Context: an optimization exercise on an open-source flow, tuned for small area. The choices shown serve that exercise and are no tape-out recipe.
In this exercise RTL edits were held to simulation tests only and were not proved equivalent to the original.

### flow/config.mk
export PLATFORM = sky130hd
export DESIGN_NAME = soc_top
export DESIGN_NICKNAME = soc_top
export VERILOG_FILES = /design/flow/design.v
export SDC_FILE = /design/flow/constraint.sdc
export NUM_CORES = 4
export LEC_CHECK = 0
export CAP_MARGIN = 20
export CORE_MARGIN = 2
export CORE_UTILIZATION = 40
export SLEW_MARGIN = 20
### flow/constraint.sdc
create_clock -name core_clock -period 12.0 [get_ports {clk}]
set_input_delay 2.4000 -clock core_clock [delete_from_list [all_inputs] [get_ports {clk}]]
set_output_delay 2.4000 -clock core_clock [all_outputs]
set_load 0.01 [all_outputs]
### flow/design.v
module alu (
    input  logic [31:0] a, b,
    input  logic [7:0]  op,
    output logic [31:0] y,
    output logic [3:0]  nzcv
);
    logic c;
    always_comb begin
        unique case (op)
            0: y = a;          
            1: y = a + b;      
            2: y = a - b;      
            3: y = a & b;      
            4: y = a | b;      
            5: y = a ^ b;      
            6: y = ~a;         
            7: y = a << b[4:0];  
            8: y = a >> b[4:0];  
            9: y = $signed(a) >>> b[4:0];  
            default: y = 32'hDEAD_BEEF;
        endcase
        c = (op==1) && (y < a);
        nzcv = {y[31], (y==0), c, 1'b0};  
    end
endmodule
module regfile (
    input  logic        clk,
    input  logic        we,
    input  logic [3:0]  rs1, rs2, rd,
    input  logic [31:0] wd,
    output logic [31:0] rd1, rd2,
    output logic [511:0] dbg
);
    logic [31:0] regs[15:0];
    assign rd1 = (rs1 == 4'd0) ? 32'd0 : regs[rs1];
    assign rd2 = (rs2 == 4'd0) ? 32'd0 : regs[rs2];
    genvar gi;
    generate for (gi=0; gi<16; gi++) begin : G_DBG
        if (gi == 0) begin : G_ZERO
            assign dbg[31:0] = 32'd0;
        end else begin : G_REG
            assign dbg[gi*32 +: 32] = regs[gi];
        end
    end endgenerate
    always_ff @(posedge clk) begin
        if (we && rd != 4'd0) regs[rd] <= wd;
    end
endmodule
module sequencer (
    input  logic        clk, rst,
    input  logic [5:0]  ir_opcode,
    input  logic        flag_z, flag_n,
    input  logic [11:0] ui_next,
    input  logic        ui_dispatch,
    input  logic        ui_jam_z,
    input  logic        ui_jam_n,
    input  logic        ui_endi,
    output logic [11:0] upc
);
    logic [11:0] nxt;
    always_ff @(posedge clk or posedge rst) begin
        if (rst) upc <= 12'd0;
        else begin
            nxt = ui_next;
            if (ui_dispatch) nxt[11:6] = ir_opcode;
            if (ui_jam_z && flag_z) nxt[0] = 1'b1;
            if (ui_jam_n && flag_n) nxt[0] = 1'b1;
            upc <= ui_endi ? 12'd0 : nxt;
        end
    end
endmodule
module uart (
    input logic clk,
    input logic rst,
    input logic we,
    input logic [7:0] din,
    output logic [7:0] dout,
    output logic tx_ready
);
    logic [7:0] tx_reg;
    assign dout = tx_reg;
    assign tx_ready = we;
    always_ff @(posedge clk or posedge rst) begin
        if (rst) tx_reg <= 8'd0;
        else if (we) tx_reg <= din;
    end
endmodule
module timer (
    input logic clk,
    input logic rst,
    output logic irq
);
    logic [31:0] count;
    always_ff @(posedge clk or posedge rst) begin
        if (rst) begin
            count <= 0;
            irq <= 0;
        end else begin
            count <= count + 1;
            if (count == 100000) begin
                irq <= 1;
                count <= 0;
            end else irq <= 0;
        end
    end
endmodule
module soc_top (
    input  logic        clk,
    input  logic        rst,
    input  logic [45:0] ui,
    output logic [11:0] upc,
    output logic [31:0] mem_addr,
    output logic        mem_re,
    input  logic [31:0] mem_rdata,
    output logic        mem_we,
    output logic [31:0] mem_wdata,
    output logic        uart_tx_ready,
    output logic [7:0]  uart_tx_data,
    output logic [3:0]  flags,
    output logic        commit_valid,
    output logic [31:0] commit_instr,
    output logic [511:0] regfile_dbg
);
    wire [11:0] ui_next     = ui[11:0];
    wire        ui_jam_z    = ui[12];
    wire        ui_jam_n    = ui[13];
    wire        ui_dispatch = ui[14];
    wire        ui_endi     = ui[15];
    wire [7:0]  ui_alu_op   = ui[23:16];
    wire [3:0]  ui_src_a    = ui[27:24];
    wire [3:0]  ui_src_b    = ui[31:28];
    wire        ui_a_is_rs1 = ui[32];
    wire        ui_b_is_rs2 = ui[33];
    wire        ui_wr_rd    = ui[34];
    wire        ui_wr_pc    = ui[35];
    wire        ui_wr_mar   = ui[36];
    wire        ui_wr_mdr   = ui[37];
    wire        ui_mem_rd   = ui[39];
    wire        ui_mem_wr   = ui[40];
    wire        ui_ir_load  = ui[41];
    wire        ui_pc_inc   = ui[42];
    wire        ui_flags_we = ui[43];
    wire        ui_imm_load = ui[44];
    wire        ui_io_space = ui[45];
    logic [31:0] pc_q, pc_d;
    logic [31:0] ir_q;                  
    logic [3:0]  rs1, rs2, rd;          
    logic [17:0] imm18;                 
    logic [31:0] mar_q, mdr_q;          
    logic [31:0] imm_q;                 
    logic [3:0]  nzcv_q, nzcv_d;        
    logic        rf_we;
    logic [31:0] rf_rd1, rf_rd2, rf_wd;
    logic [31:0] alu_a, alu_b, alu_y;
    regfile rf (
        .clk (clk),
        .we  (rf_we),
        .rs1 (rs1),
        .rs2 (rs2),
        .rd  (rd),
        .wd  (rf_wd),
        .rd1 (rf_rd1),
        .rd2 (rf_rd2),
        .dbg (regfile_dbg)
    );
    alu alu0 (
        .a  (alu_a),
        .b  (alu_b),
        .op (ui_alu_op),
        .y  (alu_y),
        .nzcv(nzcv_d)
    );
    always_ff @(posedge clk or posedge rst) begin
        if (rst) nzcv_q <= '0; else if (ui_flags_we) nzcv_q <= nzcv_d; end
    assign flags = nzcv_q;
    always_comb begin
        pc_d = pc_q;
        if (ui_pc_inc) pc_d = pc_q + 32'd4;
        if (ui_wr_pc)  pc_d = alu_y;  
    end
    always_ff @(posedge clk or posedge rst) begin
        if (rst) pc_q <= 32'h0000_0000; else pc_q <= pc_d; end
    wire [5:0] opcode = ir_q[31:26];
    always_comb begin
        rd    = ir_q[25:22];
        rs1   = ir_q[21:18];
        rs2   = ir_q[17:14];
        imm18 = ir_q[17:0];
    end
    always_ff @(posedge clk or posedge rst) begin
        if (rst) ir_q <= 32'h0000_0000; else if (ui_ir_load) ir_q <= mdr_q; end
    always_ff @(posedge clk or posedge rst) begin
        if (rst)      imm_q <= 32'd0;
        else if (ui_imm_load) imm_q <= {{14{imm18[17]}}, imm18};
    end
    sequencer useq (
        .clk         (clk),
        .rst         (rst),
        .ir_opcode   (opcode),
        .flag_z      (nzcv_q[2]),  
        .flag_n      (nzcv_q[3]),  
        .ui_next     (ui_next),
        .ui_dispatch (ui_dispatch),
        .ui_jam_z    (ui_jam_z),
        .ui_jam_n    (ui_jam_n),
        .ui_endi     (ui_endi),
        .upc         (upc)
    );
    always_ff @(posedge clk or posedge rst) begin
        if (rst) begin
            commit_valid <= 1'b0;
            commit_instr <= 32'd0;
        end else begin
            commit_valid <= ui_endi;
            if (ui_endi) commit_instr <= ir_q;
        end
    end
    localparam SRC_REG  = 4'd0;
    localparam SRC_PC   = 4'd1;
    localparam SRC_MDR  = 4'd2;
    localparam SRC_IMM  = 4'd3;
    localparam SRC_MAR  = 4'd4;
    localparam SRC_C0   = 4'd5;
    localparam SRC_C1   = 4'd6;
    localparam SRC_C4   = 4'd7;
    logic [31:0] reg_sel_a, reg_sel_b;
    always_comb begin
        reg_sel_a = ui_a_is_rs1 ? rf_rd1 : rf_rd2;
        reg_sel_b = ui_b_is_rs2 ? rf_rd2 : rf_rd1;
    end
    always_comb begin
        case (ui_src_a)
            SRC_REG:  alu_a = reg_sel_a;
            SRC_PC:   alu_a = pc_q;
            SRC_MDR:  alu_a = mdr_q;
            SRC_IMM:  alu_a = imm_q;
            SRC_MAR:  alu_a = mar_q;
            SRC_C0:   alu_a = 32'd0;
            SRC_C1:   alu_a = 32'd1;
            SRC_C4:   alu_a = 32'd4;
            default:  alu_a = 32'd0;
        endcase
        case (ui_src_b)
            SRC_REG:  alu_b = reg_sel_b;
            SRC_PC:   alu_b = pc_q;
            SRC_MDR:  alu_b = mdr_q;
            SRC_IMM:  alu_b = imm_q;
            SRC_MAR:  alu_b = mar_q;
            SRC_C0:   alu_b = 32'd0;
            SRC_C1:   alu_b = 32'd1;
            SRC_C4:   alu_b = 32'd4;
            default:  alu_b = 32'd0;
        endcase
    end
    assign rf_we = ui_wr_rd;
    assign rf_wd = alu_y;  
    always_ff @(posedge clk or posedge rst) begin
        if (rst)      mar_q <= 32'd0; else if (ui_wr_mar) mar_q <= alu_y; end
    wire is_rom   = (mar_q[31:16] == 16'h0000);
    wire is_ram   = (mar_q[31:16] >= 16'h0001 && mar_q[31:16] <= 16'h000F);
    wire is_uart  = (mar_q[31:8] == 24'h100000);
    wire is_timer = (mar_q[31:8] == 24'h100010);
    logic        uart_we;
    logic [7:0]  uart_din, uart_dout;
    uart u_uart (
        .clk     (clk),
        .rst     (rst),
        .we      (uart_we),
        .din     (uart_din),
        .dout    (uart_dout),
        .tx_ready(uart_tx_ready)
    );
    assign uart_tx_data = uart_dout;
    logic timer_irq;
    timer u_tim (.clk(clk), .rst(rst), .irq(timer_irq));  
    wire io_uart  = ui_io_space && is_uart;
    wire io_timer = ui_io_space && is_timer;
    assign mem_addr  = mar_q;
    assign mem_wdata = mdr_q;
    assign mem_re    = ui_mem_rd && !io_uart && !io_timer && (is_rom || is_ram);
    assign mem_we    = ui_mem_wr && !io_uart && is_ram;
    always_ff @(posedge clk or posedge rst) begin
        if (rst) mdr_q <= 32'd0;
        else if (ui_mem_rd) begin
            if (io_uart) begin
                mdr_q <= {24'd0, uart_dout};
            end else if (io_timer) begin
                mdr_q <= {31'd0, timer_irq};
            end else if (is_rom || is_ram) begin
                mdr_q <= mem_rdata;
            end else begin
                mdr_q <= 32'hDEAD_BEEF;
            end
        end
        else if (ui_wr_mdr) mdr_q <= alu_y;
    end
    always_ff @(posedge clk) begin
        if (ui_mem_wr && io_uart) begin
            uart_we  <= 1'b1;
            uart_din <= mdr_q[7:0];
        end else begin
            uart_we  <= 1'b0;
        end
    end
endmodule
### flow/run.sh
#!/bin/bash
# synth_recipe.tcl (not shown) runs the flow's synth.tcl, then flattens the netlist and writes it again
# the make line also repeats each setting of config.mk as NAME=value (left out here)
make -C /OpenROAD-flow-scripts/flow DESIGN_CONFIG=/design/flow/config.mk WORK_HOME=/design/flow/orfs CLKGATE_MAP_FILE= SYNTH_SCRIPT=/design/flow/synth_recipe.tcl finish
==> flow_metrics.env <==
export IMPL_place_congestion=1.07
export IMPL_setup_tns_final_ns=0
export IMPL_synth_top_family_by_area="multiplexers"
export IMPL_yosys_area_share_simple=0.103
export IMPL_cts_path_max_buffers=3
export IMPL_reg2reg_depth=33
export IMPL_r2r_start="ir_q[20]"
export IMPL_die_area_um2=120000
export IMPL_cts_tree="done"
export IMPL_cts_sinks=756
export IMPL_max_freq_mhz=91.0
export IMPL_finalPower_mw=7.56
export IMPL_ys_warn_count=6
export IMPL_nNetsFinal=4911
export IMPL_insertion_delay_ns=0.70
export IMPL_dpl_cell_area_um2=55500
export IMPL_fillers=10400
export IMPL_place_ws_ns=0.706
export IMPL_slew_headroom=0.169
export IMPL_portBuffers=681
export IMPL_synth_main_ff_cell="edfxtp_1"
export IMPL_setup_slack_ns=1.01
export IMPL_post_cts_buffers=0
export IMPL_holdWs_ns=0.474
export IMPL_grt_pass1_vias=39800
export IMPL_hp_class="flop to flop"
export IMPL_synth_compound_area_share=0.155
export IMPL_synth_cells=4000
export IMPL_min_to="u_tim.count[31]"
export IMPL_startpoint_type="input pin"
export IMPL_drive_gt1_frac=0.174
export IMPL_r2r_end="nzcv_q[1]"
export IMPL_netlist_top_cell_by_area="edfxtp_1"
export IMPL_power_density_nw_per_um2=129
export IMPL_cp_common_cell="a21oi_1"
export IMPL_ys_ff_latch=756
export IMPL_rsz0062_at_grt="false"
export IMPL_vias_per_cell=6.66
export IMPL_io_pins=716
export IMPL_antenna_found_initial=20
export IMPL_maxCapViolations=0
export IMPL_final_antenna_net_count=0
export IMPL_ys_seq_area_frac=0.461
export IMPL_dieHeight_um=346
export IMPL_grt_total_usage=0.385
export IMPL_crit_required_ns=12.62
export IMPL_critPathArrivalTime_ns=11.61
export IMPL_die_w_um=346
export IMPL_synth_fa_ha_area_frac=0.0355
export IMPL_clkTransAtPathRegs_ns=0.08
export IMPL_post_cts_resized=0
export IMPL_setup_viol=0
export IMPL_syn_area_um2=46700
export IMPL_routed_wl_mm=238
export IMPL_worst_pin_slew_ns=1.23
export IMPL_core_area_um2=116000
export IMPL_dr_first_iter_drc_count=6127
export IMPL_grt_ovfl_total=0
export IMPL_ys_types=117
export IMPL_numCtsBuffers=85
export IMPL_synthTopCellsByArea="edfxtp_1, dfrtp_1, mux4_2, mux2_2, ha_1"
export IMPL_vias=42000
export IMPL_largest_register_ffs=512
export IMPL_r2r_slack_ns=2.06
export IMPL_crit_path_top_delay_cell="clkdlybuf4s50_1"
export IMPL_grt_max_degree=92
export IMPL_hp_start="u_tim.count[31]"
export IMPL_grt_pass1_wl_mm=325
export IMPL_async_flop_share=0.311
export IMPL_hold_violations=0
export IMPL_cts_root_buf="clkbuf_16"
export IMPL_dr_pass1_iters=9
export IMPL_clock_skew_ns=0.0675
export IMPL_drc=0
export IMPL_critical_path_class="input pin to flop"
export IMPL_h_tree_depth=3
export IMPL_final_max_slew_viol_count=0
export IMPL_synth_edf_count=520
export IMPL_initial_core_util=0.403
export IMPL_fin_crit_ns=10.99
export IMPL_max_vdd_ir_drop_mv=0.112
export IMPL_crit_fanout=38
export IMPL_critPathMaxStageDelay_ns=0.58
export IMPL_endpoint_kind="flop"
export IMPL_leakage_nw=21.4
export IMPL_design_area_um2=58400
export IMPL_hpwl_mm=175
export IMPL_yosysTopAreaCellShare=0.334
export IMPL_hold_depth=1
export IMPL_status="complete, no violations"
export IMPL_wl_per_cell_um=37.7
export IMPL_timing_final_crit_share=0.916
export IMPL_synth_mux_area_frac=0.177
export IMPL_syn_area_per_cell_um2=11.7
export IMPL_hold_buffers=0
export IMPL_synth_xor_area_frac=0.0210
export IMPL_area_growth_synth_to_final_pct=25.1
export IMPL_regMostFlops="rf.regs"
export IMPL_placementRows=125
## per-stage QoR
step                cells   util
global placement     6136  0.478
CTS                  6293  0.503
global route         6298  0.503
floorplan            4064      -
finish               6299  0.503
detailed placement   6136  0.478
## per-layer routing
metal	routed length (um)	global-route usage	up-vias
li1	-	-	16900
met1	90900	0.506	21200
met2	103000	0.575	3081
met3	26200	0.0996	714
met4	17500	0.228	18
met5	133	0	-
## cells by family after synthesis
group,Yosys count
compound gates,1043
fa+ha+maj,132
buf+inv,442
other cells,1
xor+xnor,112
mux,517
simple gates,997
flops,756
## how the worst max path moves through the flow
stage               startpoint         to  depth (start not counted)
finish                  ui[28]  nzcv_q[1]                         35
global route            ui[28]  nzcv_q[1]                         38
CTS                     ui[28]  nzcv_q[1]                         35
detailed placement      ui[28]  nzcv_q[1]                         35
global placement        ui[28]  nzcv_q[1]                         35
floorplan               ui[29]  nzcv_q[1]                         35
## cell usage after synthesis (20+ instances only)
library cell,number
o211ai_1,59
a22oi_1,104
xnor2_1,93
ha_1,131
clkbuf_1,124
nor2_1,305
a21oi_1,235
inv_1,121
nand3_1,121
a221oi_1,32
o21ai_1,21
mux2_2,170
nand2b_1,27
nand2_1,245
mux4_2,218
nor2b_1,37
buf_4,60
mux2i_1,118
o21ai_0,216
nor3_1,68
and3_1,25
nor4_1,27
a31oi_1,20
nand4_1,35
o22ai_1,77
dfrtp_1,235
edfxtp_1,520
buf_6,26
a211oi_1,36
a22o_1,22
buf_1,30
a221o_1,22
buf_2,72
## report_power, final
group | internal [mW] | switching [mW]
Combinational | 0.675 | 1.14
Sequential | 2.88 | 0.143
Clock | 1.56 | 1.15
Total | 5.12 | 2.44
## cell type report
class | count | area [um^2] | area share
Clock buffer | 108 | 2290 | 0.0393
Tap cell | 1524 | 1910 | 0.0326
Clock inverter | 49 | 584 | 0.0100
Inverter | 125 | 477 | 0.00816
Sequential cell | 756 | 21500 | 0.369
Multi-Input combinational cell | 2866 | 23400 | 0.400
Timing Repair Buffer | 865 | 8220 | 0.141
Antenna cell | 6 | 15.0 | 0.000257
## cells in the final DEF, fill, tap and decap left out, types with 120 or more instances in the layout
cell type        count
dfrtp_1            228
nand3_1            120
inv_1              120
a21oi_1            235
o21ai_0            216
mux4_2             218
mux2_2             170
nor2_1             291
clkdlybuf4s50_1    675
nand2_1            245
buf_4              181
ha_1               131
edfxtp_1           520
## critical path: cells and delay by family
family / cells / cell delay, ns
compound gates: 13 / 3.35
buf+inv: 6 / 1.82
simple gates: 12 / 3.04
fa+ha+maj: 2 / 0.61
xor+xnor: 2 / 0.35

re-timing with driven ports:
No port has a modelled driver above. Below, the same layout with a new extraction and two added sets of constraints. Step 1 sets driving cells, clkbuf_16 on the clock port and buf_2 on the other inputs (assumed; they add their load-dependent delay and slew). Step 2 moves the port delays by t, midway between the first and last clock arrival at a register: inputs arrive t later, outputs are due t later. That takes back most of the time a late clock gives input paths. Slacks: ideal / step 1 / step 2; pairs: ideal / step 1.
t (ns): 0.748
setup slack, ns: 1.005 / 1.061 / 0.314
clock arrival spread, ns: 0.071 / 0.071
cell pins on the clock port's net: 1
After both steps this run still meets setup and hold. For this run, drivers alone change the setup slack by +0.056 ns; drivers and shift together by -0.691 ns.
